This is an optimization exercise on Yosys and OpenROAD, whose aim is small area, not a production implementation.
Only simulation tests tie the RTL to the original design; equivalence was not proved.

==> flow/design.v, too long to show whole: its modules and the start of the top module <==
// module fa: 4 lines
// module ha: 4 lines
// module mj: 3 lines
// module neural_pipeline_top: 1465 lines
module neural_pipeline_top (
    input wire clk,
    input wire rst,
    input wire signed [15:0] raw_in,
    output wire signed [15:0] vel_out
);
  // ...
==> flow/flow/run.sh <==
#!/bin/bash
# The standard layout (standard.sh, with the standard synthesis unchanged)
# plus three changes:
#  1. after the standard synthesis, the combinational logic other than the
#     adder, majority and tie cells is re-mapped by ABC with an area script
#     (flow/reabc.abc); flip-flops and their names are left as they are;
#  2. port buffers use the smallest buffer cell (buf_1);
#  3. clock tree synthesis uses clkbuf_8 and no dummy loads.
# Each tool's output goes to a log file of its own in this folder.
set -euo pipefail
export BUFFER_PORTS_ARGS="-buffer_cell sky130_fd_sc_hd__buf_1"
export CTS_ARGS="-sink_clustering_enable -repair_clock_nets -dont_use_dummy_load -buf_list sky130_fd_sc_hd__clkbuf_8"

R=orfs/results/${FLOW_PLATFORM}/neural_pipeline_top/base
LIB=${FLOW_HOME}/platforms/${FLOW_PLATFORM}/lib/sky130_fd_sc_hd__tt_025C_1v80.lib
YOSYS=${FLOW_HOME}/../tools/install/yosys/bin/yosys
[ -x "$YOSYS" ] || YOSYS=yosys

bash standard.sh synth > standard_synth.log 2>&1
cp $R/1_2_yosys.v 1_2_yosys_standard.v

DU=""
for c in probe_p_8 probec_p_8 lpflow_bleeder_1 lpflow_clkbufkapwr_1 lpflow_clkbufkapwr_16 \
  lpflow_clkbufkapwr_2 lpflow_clkbufkapwr_4 lpflow_clkbufkapwr_8 lpflow_clkinvkapwr_1 \
  lpflow_clkinvkapwr_16 lpflow_clkinvkapwr_2 lpflow_clkinvkapwr_4 lpflow_clkinvkapwr_8 \
  lpflow_decapkapwr_12 lpflow_decapkapwr_3 lpflow_decapkapwr_4 lpflow_decapkapwr_6 \
  lpflow_decapkapwr_8 lpflow_inputiso0n_1 lpflow_inputiso0p_1 lpflow_inputiso1n_1 \
  lpflow_inputiso1p_1 lpflow_inputisolatch_1 lpflow_isobufsrc_1 lpflow_isobufsrc_16 \
  lpflow_isobufsrc_2 lpflow_isobufsrc_4 lpflow_isobufsrc_8 lpflow_isobufsrckapwr_16 \
  lpflow_lsbuf_lh_hl_isowell_tap_1 lpflow_lsbuf_lh_hl_isowell_tap_2 \
  lpflow_lsbuf_lh_hl_isowell_tap_4 lpflow_lsbuf_lh_isowell_4 lpflow_lsbuf_lh_isowell_tap_1 \
  lpflow_lsbuf_lh_isowell_tap_2 lpflow_lsbuf_lh_isowell_tap_4; do
  DU="$DU -dont_use sky130_fd_sc_hd__$c"
done

cat > reabc.ys <<EOT
read_liberty -ignore_miss_func $LIB
setattr -mod -set keep_hierarchy 1 sky130_fd_sc_hd__fa_1 sky130_fd_sc_hd__ha_1 sky130_fd_sc_hd__maj3_1 sky130_fd_sc_hd__maj3_2 sky130_fd_sc_hd__maj3_4 sky130_fd_sc_hd__conb_1 sky130_fd_sc_hd__dfxtp_1
read_verilog 1_2_yosys_standard.v
hierarchy -top ${FLOW_TOP}
flatten
opt -purge
abc -liberty $LIB $DU -script flow/reabc.abc
opt_clean -purge
chtype -set sky130_fd_sc_hd__maj3_1 t:sky130_fd_sc_hd__maj3_2
splitnets
opt_clean -purge
tee -o reabc_stat.txt stat -liberty $LIB
select ${FLOW_TOP}
write_verilog -noattr -nohex -nodec -selected $R/1_2_yosys.v
EOT
$YOSYS -s reabc.ys > reabc.log 2>&1

bash standard.sh > standard.log 2>&1
==> flow/flow/reabc.abc <==
strash
dch -f
amap
strash
dch -f
amap
topo
==> flow/standard.sh <==
#!/bin/bash
# synth_recipe.tcl (not shown) runs the flow's synth.tcl, then flattens the netlist and writes it again
# the make line also repeats each setting of config.mk as NAME=value (left out here)
make -C /OpenROAD-flow-scripts/flow DESIGN_CONFIG=/design/flow/config.mk WORK_HOME=/design/flow/orfs CLKGATE_MAP_FILE= SYNTH_SCRIPT=/design/flow/synth_recipe.tcl "${@:-finish}"
==> flow/config.mk <==
export PLATFORM = sky130hd
export DESIGN_NAME = neural_pipeline_top
export DESIGN_NICKNAME = neural_pipeline_top
export VERILOG_FILES = /design/flow/design.v
export SDC_FILE = /design/flow/constraint.sdc
export NUM_CORES = 4
export LEC_CHECK = 0
export CAP_MARGIN = 20
export CORE_MARGIN = 2
export CORE_UTILIZATION = 70
export PLACE_DENSITY = 0.8
export SLEW_MARGIN = 20
export SYNTH_HIERARCHICAL = 1
==> flow/constraint.sdc <==
create_clock -name core_clock -period 25.0 [get_ports {clk}]
set_input_delay 5.0000 -clock core_clock [delete_from_list [all_inputs] [get_ports {clk}]]
set_output_delay 5.0000 -clock core_clock [all_outputs]
set_load 0.01 [all_outputs]
==> flow_summary.toml, run 1 <==
[run_status]
outcome = "complete, no violations"

[layout]
top_regs = "acc: 29 flops, S: 17 flops"
regMostFlops = "acc"
antennaDiodeCount = 0
final_common_cell = "fa_1"
ff_latch_area_mm2 = 0.002983
inverters_excl_clock = 150
fin_area_mm2 = 0.01183

[global_routing]
grt-busiest-layer = "met2"
grt_pass1_vias = 7508
met2_usage_pct = 51.37
antenna_found_initial = 0
grt_max_degree = 90

[yosys]
ys.warnings.count = 7
postSynthAreaPerCell_um2 = 12.22

[worst_setup_path]
critPathTopFamily = "adder cells"
setup.worst_path.start = "raw_in[0]"
crit_buf_inv = 6

[sta]
finalSetupViolCount = 0
finalHoldViolations = 0
setup_slack_ns = 4.277
rsz0062_at_grt = "no"
whs_ns = 0.4557
finalCritPeriodShare_pct = 82.89

[route]
drt-met1-wl_um = 8423
post-route-drc-count = 0
totalWireLength_um = 22130
wire_per_inst_um = 18.71
firstDrtPassIters = 8

[clocking]
tritoncts = "done"
cts_buffer_depth = 2
cts_setup_buffers = 0

[die]
core-area_mm2 = 0.01571
start_util_pct = 71.09
die_area_mm2 = 0.01698

[placement]
post_dp_cell_area_mm2 = 0.01158

[hold_path]
hp-start = "x1[9]"
worstHoldPathCells = 2
==> run 2, diff against run 1 <==
--- a/flow/design.v
+++ b/flow/design.v
@@ -1266,17 +1266,16 @@
     wire m25;
     wire m26;
     wire m27;
     wire m28;
     wire m29;
     wire m30;
     wire m31;
     wire m32;
-    wire m33;
     assign m1 = y1[0];
     assign m2 = y1[1] | m1;
     assign m3 = y1[2] | m2;
     assign m4 = y1[3] | m3;
     assign m5 = y1[4] & m4;
     assign m6 = y1[5] | m5;
     assign m7 = y1[6] & m6;
     assign m8 = y1[7] & m7;
@@ -1299,19 +1298,18 @@
     assign m25 = S[8] | m24;
     assign m26 = S[9] | m25;
     assign m27 = S[10] | m26;
     assign m28 = S[11] | m27;
     assign m29 = S[12] & m28;
     assign m30 = S[13] | m29;
     assign m31 = S[14] & m30;
     assign m32 = S[15] | m31;
-    assign m33 = S[16] | m32;
     wire above = m16;
-    wire over = m33;
+    wire over = m32;
     wire mz = ~|m[14:0];
     wire below = m[15] ? (~mz & ~(y1[15] ^ c16)) : (y1[15] & ~c16);
     reg [4:0] timer;
     wire idle = (timer == 5'd0);
     wire spike = (timer == 5'd20);
     wire [5:0] tbw;                    
     assign tbw[0] = 1'b1;
     generate for (i = 0; i < 5; i = i + 1) begin : g_dec
@@ -1347,26 +1345,26 @@
                 w <= w_nx;
         end
     end
     wire sp = done & spike;
     wire pwin = (u[10:4] == 7'd0);                
     wire mult = pwin & (u[3] | u[2]);             
     wire kbit = ~u[1] | (u[3] & u[2]);            
     reg pending;
-    wire add = ~pwin & ~u_last & (sp | pending);  
+    reg [15:0] S;
+    reg [14:0] v;
+    wire add = ~pwin & ~u_last & ~S[15] & (sp | pending);
     always @(posedge clk) begin
         if (rst)
             pending <= 1'b0;
         else
             pending <= pwin & (pending | sp);
     end
-    reg [16:0] S;
-    reg [14:0] v;
-    wire [16:0] bop = mult ? (kbit ? {2'b00, v} : 17'd0) : (add ? 17'd819 : 17'd0);
+    wire [15:0] bop = mult ? (kbit ? {1'b0, v} : 16'd0) : (add ? 16'd819 : 16'd0);
     wire s1;
     wire s2;
     wire s3;
     wire s4;
     wire s5;
     wire s6;
     wire s7;
     wire s8;
@@ -1405,76 +1403,70 @@
     wire s41;
     wire s42;
     wire s43;
     wire s44;
     wire s45;
     wire s46;
     wire s47;
     wire s48;
-    wire s49;
-    wire s50;
-    wire s51;
     ha s1_ha (.a(S[0]), .b(bop[0]), .s(s1), .co(s2));
     fa s3_fa (.a(S[1]), .b(bop[1]), .c(s2), .s(s3), .co(s4));
     fa s5_fa (.a(S[2]), .b(bop[2]), .c(s4), .s(s5), .co(s6));
     fa s7_fa (.a(S[3]), .b(bop[3]), .c(s6), .s(s7), .co(s8));
     fa s9_fa (.a(S[4]), .b(bop[4]), .c(s8), .s(s9), .co(s10));
     fa s11_fa (.a(S[5]), .b(bop[5]), .c(s10), .s(s11), .co(s12));
     fa s13_fa (.a(S[6]), .b(bop[6]), .c(s12), .s(s13), .co(s14));
     fa s15_fa (.a(S[7]), .b(bop[7]), .c(s14), .s(s15), .co(s16));
     fa s17_fa (.a(S[8]), .b(bop[8]), .c(s16), .s(s17), .co(s18));
     fa s19_fa (.a(S[9]), .b(bop[9]), .c(s18), .s(s19), .co(s20));
     fa s21_fa (.a(S[10]), .b(bop[10]), .c(s20), .s(s21), .co(s22));
     fa s23_fa (.a(S[11]), .b(bop[11]), .c(s22), .s(s23), .co(s24));
     fa s25_fa (.a(S[12]), .b(bop[12]), .c(s24), .s(s25), .co(s26));
     fa s27_fa (.a(S[13]), .b(bop[13]), .c(s26), .s(s27), .co(s28));
     fa s29_fa (.a(S[14]), .b(bop[14]), .c(s28), .s(s29), .co(s30));
-    fa s31_fa (.a(S[15]), .b(bop[15]), .c(s30), .s(s31), .co(s32));
-    assign s33 = S[16] ^ bop[16] ^ s32;
-    assign s35 = s1;
-    assign s36 = s3;
-    assign s37 = s5;
-    assign s38 = s7;
-    assign s39 = s9;
-    assign s40 = s11;
-    assign s41 = s13;
-    assign s42 = s15;
-    assign s43 = s17;
-    assign s44 = s19;
-    assign s45 = s21;
-    assign s46 = s23;
-    assign s47 = s25;
-    assign s48 = s27;
-    assign s49 = s29;
-    assign s50 = s31;
-    assign s51 = s33;
-    wire [16:0] ssum;
-    assign ssum[0] = s35;
-    assign ssum[1] = s36;
-    assign ssum[2] = s37;
-    assign ssum[3] = s38;
-    assign ssum[4] = s39;
-    assign ssum[5] = s40;
-    assign ssum[6] = s41;
-    assign ssum[7] = s42;
-    assign ssum[8] = s43;
-    assign ssum[9] = s44;
-    assign ssum[10] = s45;
-    assign ssum[11] = s46;
-    assign ssum[12] = s47;
-    assign ssum[13] = s48;
-    assign ssum[14] = s49;
-    assign ssum[15] = s50;
-    assign ssum[16] = s51;
+    assign s31 = S[15] ^ bop[15] ^ s30;
+    assign s33 = s1;
+    assign s34 = s3;
+    assign s35 = s5;
+    assign s36 = s7;
+    assign s37 = s9;
+    assign s38 = s11;
+    assign s39 = s13;
+    assign s40 = s15;
+    assign s41 = s17;
+    assign s42 = s19;
+    assign s43 = s21;
+    assign s44 = s23;
+    assign s45 = s25;
+    assign s46 = s27;
+    assign s47 = s29;
+    assign s48 = s31;
+    wire [15:0] ssum;
+    assign ssum[0] = s33;
+    assign ssum[1] = s34;
+    assign ssum[2] = s35;
+    assign ssum[3] = s36;
+    assign ssum[4] = s37;
+    assign ssum[5] = s38;
+    assign ssum[6] = s39;
+    assign ssum[7] = s40;
+    assign ssum[8] = s41;
+    assign ssum[9] = s42;
+    assign ssum[10] = s43;
+    assign ssum[11] = s44;
+    assign ssum[12] = s45;
+    assign ssum[13] = s46;
+    assign ssum[14] = s47;
+    assign ssum[15] = s48;
     always @(posedge clk) begin
         if (rst || upd)
             S <= 0;
         else if (mult)
-            S <= {1'b0, ssum[16:1]};
+            S <= {1'b0, ssum[15:1]};
         else
             S <= ssum;
         if (rst)
             v <= 0;
         else if (upd)
             v <= over ? 15'd20480 : S[14:0];
     end
     assign vel_out = {1'b0, v};
==> run 2 against run 1 <==
  * Still clean on timing, DRC and antenna
  * Sequential share of layout area fell by 0.11 points
  * Area after synthesis fell by 0.20%
  * Worst setup slack improved by 0.043 ns
  * Critical path type unchanged
  * Largest cell class unchanged
==> flow_summary.toml, run 2 <==
[die]
core-area_mm2 = 0.01571
rows = 46
die_x_um = 130.2
die_h_um = 130.2
ioPinCount = 34
start_util_pct = 70.95
die_area_mm2 = 0.01695

[sta]
fin_setup_tns_ns = 0
setup_slack_ns = 4.319
finalCritPeriodShare_pct = 82.72
finalCriticalPeriod_ns = 20.68
final_max_slew_viol_count = 0
maxSlewHeadroom_pct = 33.75
fmax_mhz = 48.35
worst_clock_skew_ns = 0.04509
rsz0062_at_grt = "no"
finalSetupViolCount = 0
worstMarginPinSlew_ns = 0.9914
whs_ns = 0.4500
finalHoldViolations = 0

[run_status]
outcome = "complete, no violations"

[worst_setup_path]
r2r_slack_ns = 6.46
critPathLaunchType = "input port"
critical_path_class = "input port to register"
end_kind = "register"
crit_buf_inv = 6
cp_slowest_cell = "fa_1"
cp_max_fo = 15
cp.arrival_ns = 21.02
critPathTopFamily = "adder cells"
crit_required_ns = 25.34
critPathMaxStageDelay_ns = 0.58
critPathMostFrequentCell = "fa_1"

[layout]
regMostFlops = "acc"
layout_common_cells = "fa_1 (274), clkinv_1 (152), dfxtp_1 (148), nor2_1 (77), nor2b_1 (59)"
fin_nets = 1286
syn_to_final_growth_pct = 5.836
final_common_cell = "fa_1"
antennaDiodeCount = 0
layout-drive-gt1-share_pct = 2.174
largest_register_ffs = 29

[yosys]
postSynthAreaPerCell_um2 = 12.20
ys.warnings.count = 7
syn_inst = 914
syn-cell-area_mm2 = 0.01115

[clocking]
cts_root_buffer = "clkbuf_8"
path_clk_slew_ns = 0.07
cts_setup_buffers = 0
cts_buffers = 17
clk_latency_ns = 0.47
tritoncts = "done"
cts_buffer_depth = 2
hold_buffers = 0
cts_resized = 0
cts_max_level = 4
cts.sinks = 148

[job]
cap_violations = 0

[route]
drtIter0Drc = 339
viasPerCell = 5.632
post-route-drc-count = 0
ant_nets = 0
firstDrtPassIters = 5
num_vias = 6657
wire_per_inst_um = 18.96
totalWireLength_um = 22410

[global_routing]
antenna_found_initial = 0
grt_pass1_wl_um = 37830
grt_overflow = 0
grt_pass1_vias = 7405
grt_max_degree = 58
track_usage_pct = 30.69

[placement]
port_buffers = 32
dp_slack_ns = 3.972
gp_congestion = 0.9138
dp_hpwl_um = 18480

[hold_path]
hp-class = "register to register"
-- run 2: cell types whose count changed in the layout (fill, tap and decap cells not counted), moves of 4 or more --
cell / before / now
nand3_1: 3 / 7
a21oi_1: 7 / 14
o22ai_1: 29 / 25
o21ai_0: 37 / 33
nand2_1: 15 / 10
-- run 2: cell type report --
type | instances | area [um^2]
clock buffers | 17 | 234.0
fillers | 1070 | 3914
inverters | 152 | 570.5
multi-input cells | 614 | 7615
flip-flops and latches | 148 | 2963
well taps | 216 | 270.3
repair buffers | 35 | 146.4
-- run 2: stage by stage --
stage	utilization [%]	cells	area [um^2]
after floorplan	-	914	11150
after global placement	73.60	1165	11560
after detailed placement	73.60	1165	11560
after CTS	75.09	1182	11800
after global routing	75.09	1182	11800
final	75.09	1182	11800
-- run 2: path summary, 6_finish.rpt --
path | depth (start not counted) | endpoint | from
worst max register to register | 47 | y1[13] | y1[0]
worst max-delay path | 46 | y1[13] | raw_in[0]
worst min register to register | 2 | x2[12] | x1[12]
worst min-delay path | 2 | x2[12] | x1[12]
-- run 2: per-layer routing --
metal  wire length, um  part of all wire [%]  GRT usage [%]
met1              8577                    38          38.55
met2             12050                    54          53.99
met3              1103                   4.9          5.330
met4               677                   3.0          11.51
met5                 0                     0              0
-- run 2: worst register-to-register path, delay by kind of cell, from the launching register on --
| family | cells | cell delay (ns) |
|---|---|---|
| AO/OA/AOI/OAI | 2 | 0.42 |
| adder cells (fa/ha/maj) | 38 | 16.69 |
| buffers and inverters | 4 | 0.33 |
| flip-flops | 1 | 0.38 |
| AND/OR/NAND/NOR | 3 | 0.60 |

port drivers added, routing unchanged:
The results above use ideal ports. As a check the final layouts listed here were re-extracted and re-timed, cells and wires unchanged. Step 1: set_driving_cell puts a clkbuf_16 on clk and a buf_2 on each other input, an assumption about the parent block. Step 2 moves the port delays by t, midway between the first and last clock arrival at a register: inputs arrive t later, outputs are due t later. That takes back most of the time a late clock gives input paths. Slacks: ideal / step 1 / step 2; pairs: ideal / step 1.
run | t (ns) | slack for setup (ns) | hold WS [ns] | worst setup path after step 2 | cell pins on the clock port's net
run 1 | 0.482 | 4.277 / 4.295 / 3.814 | 0.456 / 0.456 / 0.456 | input to register | 1
run 2 | 0.489 | 4.319 / 4.338 / 3.849 | 0.450 / 0.450 / 0.450 | input to register | 1
After both steps setup and hold are still met in every run listed. For run 2, which loses most, drivers alone change the setup slack by +0.019 ns; drivers and shift together by -0.470 ns.
